This is an optimization exercise on Yosys and OpenROAD, whose aim is small area, not a production implementation. Function was checked by simulation only, so behaviour that the tests miss may differ from the original.

### flow/design.v
`timescale 1ns / 1ps
module step2048(input [3:0] a, input [3:0] b, output [3:0] ao, output [3:0] bo);
    wire z  = (a == 4'd0);
    wire eq = (a == b);
    wire [3:0] inc = (a == 4'd11) ? 4'd0 : a + 4'd1;
    assign ao = z ? b : (eq ? inc : a);
    assign bo = (z | eq) ? 4'd0 : b;
endmodule
module line2048(input [15:0] i, output [15:0] o);
    wire [3:0] a0 = i[3:0], a1 = i[7:4], a2 = i[11:8], a3 = i[15:12];
    wire [3:0] b0, b1, c1, c2, d1, e1, e2, e3, f1, f2, g0, g1;
    step2048 s1(a0, a1, b0, b1);    
    step2048 s2(b1, a2, c1, c2);    
    step2048 s3(b0, c1, d1, e1);    
    step2048 s4(c2, a3, e2, e3);    
    step2048 s5(e1, e2, f1, f2);    
    step2048 s6(d1, f1, g0, g1);    
    assign o = {e3, f2, g1, g0};
endmodule
module move_in(input [63:0] bd, input A, input B, input dU, input dD, input dL, input dR,
               output [31:0] uin);
    function [3:0] cellv(input [63:0] b, input integer r, input integer c);
        cellv = b[(4*r+c)*4 +: 4];
    endfunction
    genvar gu, gp;
    generate for (gu = 0; gu < 2; gu = gu + 1) begin : u
        for (gp = 0; gp < 4; gp = gp + 1) begin : ip
            assign uin[gu*16 + gp*4 +: 4] =
                ({4{A & dL}} & cellv(bd, gu, gp))     | ({4{B & dL}} & cellv(bd, gu+2, gp))   |
                ({4{A & dR}} & cellv(bd, gu, 3-gp))   | ({4{B & dR}} & cellv(bd, gu+2, 3-gp)) |
                ({4{A & dU}} & cellv(bd, gp, gu))     | ({4{B & dU}} & cellv(bd, gp, gu+2))   |
                ({4{A & dD}} & cellv(bd, 3-gp, gu))   | ({4{B & dD}} & cellv(bd, 3-gp, gu+2));
        end
    end endgenerate
endmodule
module move_out(input [63:0] bd, input [31:0] uout, input A, input B, input clr, input pl,
                input dU, input dD, input dL, input dR, input [15:0] place,
                output [63:0] cur, output [63:0] bd_next);
    genvar gi, gj;
    generate for (gi = 0; gi < 4; gi = gi + 1) begin : ni
        for (gj = 0; gj < 4; gj = gj + 1) begin : nj
            wire [3:0] cL = uout[(gi%2)*16 + gj*4 +: 4];
            wire [3:0] cR = uout[(gi%2)*16 + (3-gj)*4 +: 4];
            wire [3:0] cU = uout[(gj%2)*16 + gi*4 +: 4];
            wire [3:0] cD = uout[(gj%2)*16 + (3-gi)*4 +: 4];
            wire bL = ((gi >= 2) & B & dL) | clr;
            wire bR = (gi >= 2) & B & dR;
            wire bU = (gj >= 2) & B & dU;
            wire bD = (gj >= 2) & B & dD;
            wire bany = bL | bR | bU | bD;
            wire [3:0] cv = ({4{bL}} & cL) | ({4{bR}} & cR) | ({4{bU}} & cU) | ({4{bD}} & cD) |
                            ({4{~bany}} & bd[(4*gi+gj)*4 +: 4]);
            assign cur[(4*gi+gj)*4 +: 4] = cv;
            wire aL = (gi < 2) & A & dL;
            wire aR = (gi < 2) & A & dR;
            wire aU = (gj < 2) & A & dU;
            wire aD = (gj < 2) & A & dD;
            wire aany = aL | aR | aU | aD;
            wire [3:0] pv = (pl & place[4*gi+gj]) ? 4'd1 : cv;
            wire [3:0] nv = ({4{aL}} & cL) | ({4{aR}} & cR) | ({4{aU}} & cU) | ({4{aD}} & cD) |
                            ({4{~aany}} & pv);
            assign bd_next[(4*gi+gj)*4 +: 4] = (gi == 0 && gj == 0) ? (nv | {3'b000, clr}) : nv;
        end
    end endgenerate
endmodule
module placer(input [63:0] cur, output [15:0] place, output placeable, output found_11);
    wire [15:0] blank, is11;
    genvar gk;
    generate for (gk = 0; gk < 16; gk = gk + 1) begin : t
        assign blank[gk] = (cur[gk*4 +: 4] == 4'd0);
        assign is11[gk]  = (cur[gk*4 +: 4] == 4'd11);
    end endgenerate
    assign placeable = |blank;
    assign found_11  = |is11;
    wire [15:0] stop = blank | is11;
    generate for (gk = 0; gk < 16; gk = gk + 1) begin : p
        if (gk == 0) assign place[gk] = blank[gk];
        else assign place[gk] = blank[gk] & ~|stop[gk-1:0];
    end endgenerate
endmodule
module display(input [9:0] hCount, input [9:0] vCount, input bright, input [63:0] cur,
               input bgset, input win, output [11:0] rgb);
    wire [10:0] t, u;
    genvar i;
    generate for (i = 0; i < 11; i = i + 1) begin : k
        assign t[i] = hCount >= 180 + 50*i;
        assign u[i] = hCount >= 221 + 50*i;
    end endgenerate
    wire keyh = |(t & ~u);
    wire keyv = (vCount >= 40) && (vCount < 81);
    wire inkey = keyh & keyv;
    wire [3:0] kexp;
    assign kexp[0] = ~t[1] | (t[2] & ~t[3]) | (t[4] & ~t[5]) | (t[6] & ~t[7]) | (t[8] & ~t[9]) | t[10];
    assign kexp[1] = (t[1] & ~t[3]) | (t[5] & ~t[7]) | t[9];
    assign kexp[2] = t[3] & ~t[7];
    assign kexp[3] = t[7];
    wire [3:0] rt, ru, ct, cu;
    generate for (i = 0; i < 4; i = i + 1) begin : b
        assign rt[i] = vCount >= 180 + 45*i;
        assign ru[i] = vCount >= 221 + 45*i;
        assign ct[i] = hCount >= 380 + 45*i;
        assign cu[i] = hCount >= 421 + 45*i;
    end endgenerate
    wire inboard = |(rt & ~ru) & |(ct & ~cu);
    wire [1:0] br = {rt[2], (rt[1] & ~rt[2]) | rt[3]};
    wire [1:0] bc = {ct[2], (ct[1] & ~ct[2]) | ct[3]};
    wire [3:0] bexp = cur[{br, bc, 2'b00} +: 4];
    wire [3:0] e = inkey ? kexp : bexp;
    reg [11:0] color;
    always @(*)
        case (e)
            4'd0:  color = 12'h666;
            4'd1:  color = 12'hEDC;
            4'd2:  color = 12'hC98;
            4'd3:  color = 12'hD95;
            4'd4:  color = 12'hF84;
            4'd5:  color = 12'hF65;
            4'd6:  color = 12'hF33;
            4'd7:  color = 12'hEB4;
            4'd8:  color = 12'hFB0;
            4'd9:  color = 12'h8B5;
            4'd10: color = 12'h4AD;
            4'd11: color = 12'h15D;
            default: color = 12'h000;
        endcase
    wire [11:0] background = ~bgset ? 12'hFFF : (win ? 12'h080 : 12'h800);
    assign rgb = ~bright ? 12'h000 : (inkey | inboard) ? color : background;
endmodule
module ee354_2048(Clk, Reset, q_I, q_Wait, q_Up, q_Down, q_Right, q_Left, q_Win, q_Lose, up, down, left, right, hCount, vCount, rgb, background, bright);
input Clk, Reset;
input up, down, left, right;
input [9:0] hCount, vCount;
input bright;
output q_I, q_Wait, q_Up, q_Down, q_Right, q_Left, q_Win, q_Lose;
output [11:0] rgb;
output [11:0] background;
reg sI, sW, sM, sWin, sLose;
reg [1:0] dir;    
reg bgset;        
reg first;        
reg pend;         
wire dU = (dir == 2'd0), dD = (dir == 2'd1), dL = (dir == 2'd2), dR = (dir == 2'd3);
assign q_I = sI;
assign q_Wait = sW;
assign q_Up = sM & dU;
assign q_Down = sM & dD;
assign q_Left = sM & dL;
assign q_Right = sM & dR;
assign q_Win = sWin;
assign q_Lose = sLose;
assign background = ~bgset ? 12'hFFF : (sWin ? 12'h080 : 12'h800);
reg [63:0] bd;    
wire A = sM;            
wire B = sW & pend;     
wire [31:0] uin, uout;
wire [63:0] cur, bd_next;
wire [15:0] place;
wire placeable, found_11;
move_in mi(.bd(bd), .A(A), .B(B), .dU(dU), .dD(dD), .dL(dL), .dR(dR), .uin(uin));
line2048 ln0(uin[15:0], uout[15:0]);
line2048 ln1(uin[31:16], uout[31:16]);
move_out mo(.bd(bd), .uout(uout), .A(A), .B(B), .clr(sI), .pl(sW & first),
            .dU(dU), .dD(dD), .dL(dL), .dR(dR), .place(place), .cur(cur), .bd_next(bd_next));
placer pc(.cur(cur), .place(place), .placeable(placeable), .found_11(found_11));
display dp(.hCount(hCount), .vCount(vCount), .bright(bright), .cur(cur), .bgset(bgset),
           .win(sWin), .rgb(rgb));
always @(posedge Clk)
    bd <= bd_next;
wire go = ~found_11 & placeable & (up | down | left | right);
always @(posedge Clk) begin
    first <= ~sW;
    pend <= sM;
    if (sW)
        dir <= up ? 2'd0 : down ? 2'd1 : left ? 2'd2 : 2'd3;
end
always @(posedge Clk, posedge Reset)
begin
    if (Reset) begin
        sI <= 1'b1;
        sW <= 1'b0;
        sM <= 1'b0;
        sWin <= 1'b0;
        sLose <= 1'b0;
        bgset <= 1'b0;
    end else begin
        sI <= 1'b0;
        sW <= sI | sM | (sW & ~found_11 & placeable & ~go);
        sM <= sW & go;
        sWin <= sWin | (sW & found_11);
        sLose <= sLose | (sW & ~found_11 & ~placeable);
        bgset <= sWin | sLose;
    end
end
endmodule
### flow/config.mk
export PLATFORM = sky130hd
export DESIGN_NAME = ee354_2048
export DESIGN_NICKNAME = ee354_2048
export VERILOG_FILES = /design/flow/design.v
export SDC_FILE = /design/flow/constraint.sdc
export NUM_CORES = 4
export LEC_CHECK = 0
export CAP_MARGIN = 20
export CORE_MARGIN = 2
export CORE_UTILIZATION = 40
export SLEW_MARGIN = 20
export SYNTH_HIERARCHICAL = 1
### flow/run.sh
#!/bin/bash
# synth_recipe.tcl (not shown) runs the flow's synth.tcl, then flattens the netlist and writes it again
# the make line also repeats each setting of config.mk as NAME=value (left out here)
make -C /OpenROAD-flow-scripts/flow DESIGN_CONFIG=/design/flow/config.mk WORK_HOME=/design/flow/orfs CLKGATE_MAP_FILE= SYNTH_SCRIPT=/design/flow/synth_recipe.tcl finish
### flow/constraint.sdc
create_clock -name core_clock -period 15.0 [get_ports {Clk}]
set_input_delay 3.0000 -clock core_clock [delete_from_list [all_inputs] [get_ports {Clk}]]
set_output_delay 3.0000 -clock core_clock [all_outputs]
set_load 0.01 [all_outputs]
==> notes.md <==
----------------------------------------------------
[Clock tree]
  CTS clk-pin slew, worst paths ... 70 ps
  TritonCTS Sinks ... 74
  CTS tree ... built
  Resize count post-CTS ... 0
  Clock tree root driver cell ... clkbuf_16
  Deepest level of the CTS H-tree ... 3
  Max clock buf depth ... 2
  TritonCTS Buffers ... 9
  Number of buffers inserted by post-CTS setup repair ... 0
  Hold-fix buffers at CTS ... 0
  Latest clock arrival within the worst-skew pair ... 350 ps

[Floorplanning]
  Core ar. ... 30700 um2
  Die X-Extent ... 181 um
  Effective utilization at floorplan ... 40.9%
  Count of standard-cell rows ... 64
  Total I/O pin count ... 59
  Y dimension of the die ... 181 um
  Die Area ... 32900 um2

[Route]
  Routed via count ... 14300
  Initial drt markers ... 1990
  Number of antenna-violating nets in the routed design ... 0
  Residual DRC count ... 0
  Iteration count of the initial detailed-routing pass ... 10
  Total routed wirelength ... 50.1 mm
  Detailed-route vias per instance ... 7.15
  Routed length per instance ... 25.0 um

[Timing]
  Worst-Margin Slew ... 1100 ps
  RSZ-0062 raised after global routing ... no
  Slew Limit Fails ... 0
  Post-route worst hold slack ... 510 ps
  Post-route setup TNS ... 0 ps
  Final Hold Violating Endpoints ... 0
  Min Tclk post-route ... 14070 ps
  Worst max-slew margin expressed relative to the limit ... 26.3%
  Endpoints failing setup ... 0
  Final clock period utilization by the worst path ... 93.8%
  Timing-limited maximum frequency ... 0.0711 GHz
  Final Skew ... 10.3 ps

[Setup path]
  CP dominant cell by count ... nand4_2
  Crit path from ... dir[0]$_SDFFCE_PP0P_
  Critical path endpoint category ... primary output
  Reg-to-reg critical path startpoint ... dir[0]$_SDFFCE_PP0P_
  Critical path's slowest cell ... and2_2
  Crit Path Max Fanout ... 33
  Slowest Stage Delay on Critical Path ... 700 ps
  Critical Path Source Type ... register
  Class of the most critical setup path ... register to primary output
  Data required time of the worst path ... 12000 ps
  Arrival @ worst endpoint ... 11070 ps

[Cells and area]
  Number of standard cells in the final layout excluding fillers ... 2005
  # fillers ... 3146
  Final core utilization ... 43.0%
  Area occupied by registers ... 1540 um2
  Fraction of layout instances using a drive strength above 1 ... 11.5%
  Combined area of the multi-input logic cells ... 9820 um2
  Synth-to-Final Area Change ... 5.15%
  Number of nets at the end of the flow ... 1661
  Commonest non-fill, non-tap cell in the layout ... nand2_1
  Top library cells by usage in the layout, fill and taps aside ... nand2_1 (186), a22o_1 (104), inv_1 (80), a22oi_1 (78), o21ai_0 (76)

[GRT]
  Largest net degree at the start of global routing ... 86
  Global-route wire length before repair ... 77.0 mm
  Total track usage ... 29.4%
  Remaining Overflow, GRT ... 0
  Initial antenna violation count ... 2
  Number of global-route vias before repair ... 13100

[Yosys]
  Share of the yosys chip area belonging to registers ... 12.2%
  Top FF cell, synth ... dfxtp_1
  Area of the mapped netlist ... 12600 um2
  Ys Warns ... 9
  Synthesized-area fraction occupied by and/or/nand/nor cells ... 27.2%
  Arithmetic-cell share of the synthesized area counting full adders, half adders and majority gates ... 3.08%
  Proportion of register bits with asynchronous set or reset after synthesis ... 8.11%
  Dominant combinational cell family by area after synthesis ... compound AO/OA/AOI/OAI gates
  Flip-flop and latch count after synthesis ... 74
  Mapped Cells ... 1675
  Share of the synthesized netlist area taken by xor and xnor gates ... 4.06%
  Number of nets in the synthesized netlist ... 1733
  Post-Synthesis Mean Instance Area ... 7.51 um2
  Share of the synthesized area in compound gates (AO/OA/AOI/OAI) ... 39.2%
  Number of flops mapped to enable cells by yosys ... 2
  Unique cell type count in the Yosys netlist ... 99
  Portion of netlist area occupied by mux cells ... 4.30%

[Flow run]
  Number of maximum-capacitance constraint violations ... 0

[Placement]
  Cell count after placement ... 1987
  Final RePlAce weighted congestion ... 1.03
  Number of I/O port buffers ... 58
  HPWL Detailed ... 37.1 mm

[Hold path]
  Tightest Hold Check Type ... register to register
  Min-Delay Startpoint ... sLose$_DFF_PP0_

[Status]
  Status ... complete, no violations

----------------------------------------------------
Yosys stat by module (local to each module, per instance), a selection:
module      cell area [um2]  cells inside  flops+latches  copies in the design
move_out               3200           507              0                     1
move_in                1530           204              0                     1
placer                  594            78              0                     1
ee354_2048             1760           112             74                     1
step2048                267            37              0                    12
display                2310           330              0                     1
layer usage:
layer | track usage, % | vias to the layer above | share of wire [%]
met3 | 6.51 | 208 | 12
li1 | - | 6439 | -
met4 | 15.1 | 2 | 5.7
met1 | 39.3 | 6681 | 40
met5 | 0 | - | 0.026
met2 | 44.2 | 1003 | 42
worst max-delay path, delay by kind of cell, from the launching register on:
family	cells	cell delay, ps
and+or+nand+nor	13	4170
AOI/OAI and AO/OA	13	3930
xor gates and xnor gates	5	930
DFF	1	580
buffers and inverters	1	570
adders and majority gates	1	280
muxes	1	180
final timing paths:
| check | end | slack (ps) | depth (start not counted) |
|---|---|---|---|
| worst max-delay path | rgb[7] | 930 | 34 |
| worst min-delay path | bgset$_DFF_PP0_ | 510 | 1 |
| worst max register to register | bd[37]$_DFF_P_ | 4760 | 31 |
| worst min register to register | bgset$_DFF_PP0_ | 510 | 1 |
| max in group asynchronous | sI$_DFF_PP1_ | 11890 | 2 |
| min in group asynchronous | sLose$_DFF_PP0_ | 2850 | 2 |
synth_stat cells, types with 22 or more instances:
library cell  instances  area (um2)
xnor2_1              36         315
buf_6                33         372
nand3b_1             27         203
nand2_1             186         698
clkbuf_1             59         221
a31oi_1              33         206
and3_2               48         360
a21oi_1              56         280
o21ai_0              78         390
inv_1                80         300
nand3_1              74         370
dfxtp_1              66        1320
a22o_1              104         911
ha_1                 31         388
a221o_1              25         250
a222oi_1             24         240
a22oi_1              78         586
and2_1               22         138
buf_2                47         235
o211ai_1             40         300
nor2_1               68         255
nand4_1              22         138
stage by stage:
step                worst slack (ps)  instance area [um2]
CTS                             1150                13200
floorplan                       3660                12600
global placement                1860                12900
finish                           934                13200
global route                     276                13200
detailed placement              1580                12900
state kept, by name, summed over array words and instances (netlist names):
signal / count
bd: 64
bgset: 1
dir: 2
first: 1
pend: 1
sI: 1
sLose: 1
sM: 1
sW: 1
sWin: 1
area by class of cell:
class / instances / area share [%]
Antenna cell: 1 / 0.0189
Tap cell: 396 / 3.74
Inverter: 80 / 2.27
Clock inverter: 7 / 0.766
Multi-Input combinational cell: 1360 / 74.2
Sequential cell: 74 / 11.6
Timing Repair Buffer: 78 / 5.65
Clock buffer: 9 / 1.70
cell families (layout without fill, tap and decap cells):
family                   Yosys count  in the layout
AND/OR/NAND/NOR                  602            602
flip-flops                        74             74
adder cells (fa/ha/maj)           31             31
AO/OA/AOI/OAI                    633            633
buffers and inverters            241            174
XOR/XNOR                          48             48
other                              1              2
multiplexers                      45             45

==> re-timing with driven ports <==
The flow's constraints put no driver on any port. The routed layout listed below was extracted and timed again, unchanged, in two steps.
Step 1: set_driving_cell puts a clkbuf_16 on Clk and a buf_2 on each other input, an assumption about the parent block.
Step 2 moves the port delays by t, midway between the first and last clock arrival at a register: inputs arrive t later, outputs are due t later. That takes back most of the time a late clock gives input paths.
Three values: ideal ports, drivers, drivers and shift; two values: the first two.
t (ns): 0.391
setup WS [ns]: 0.934 / 0.890 / 1.281
hold WS [ns]: 0.510 / 0.510 / 0.510
worst setup path after step 2: register to output
worst data-port slew with drivers (ns): 0.03
After both steps setup and hold are still met in this run. For this run, drivers alone change the setup slack by -0.044 ns; drivers and shift together by +0.347 ns.
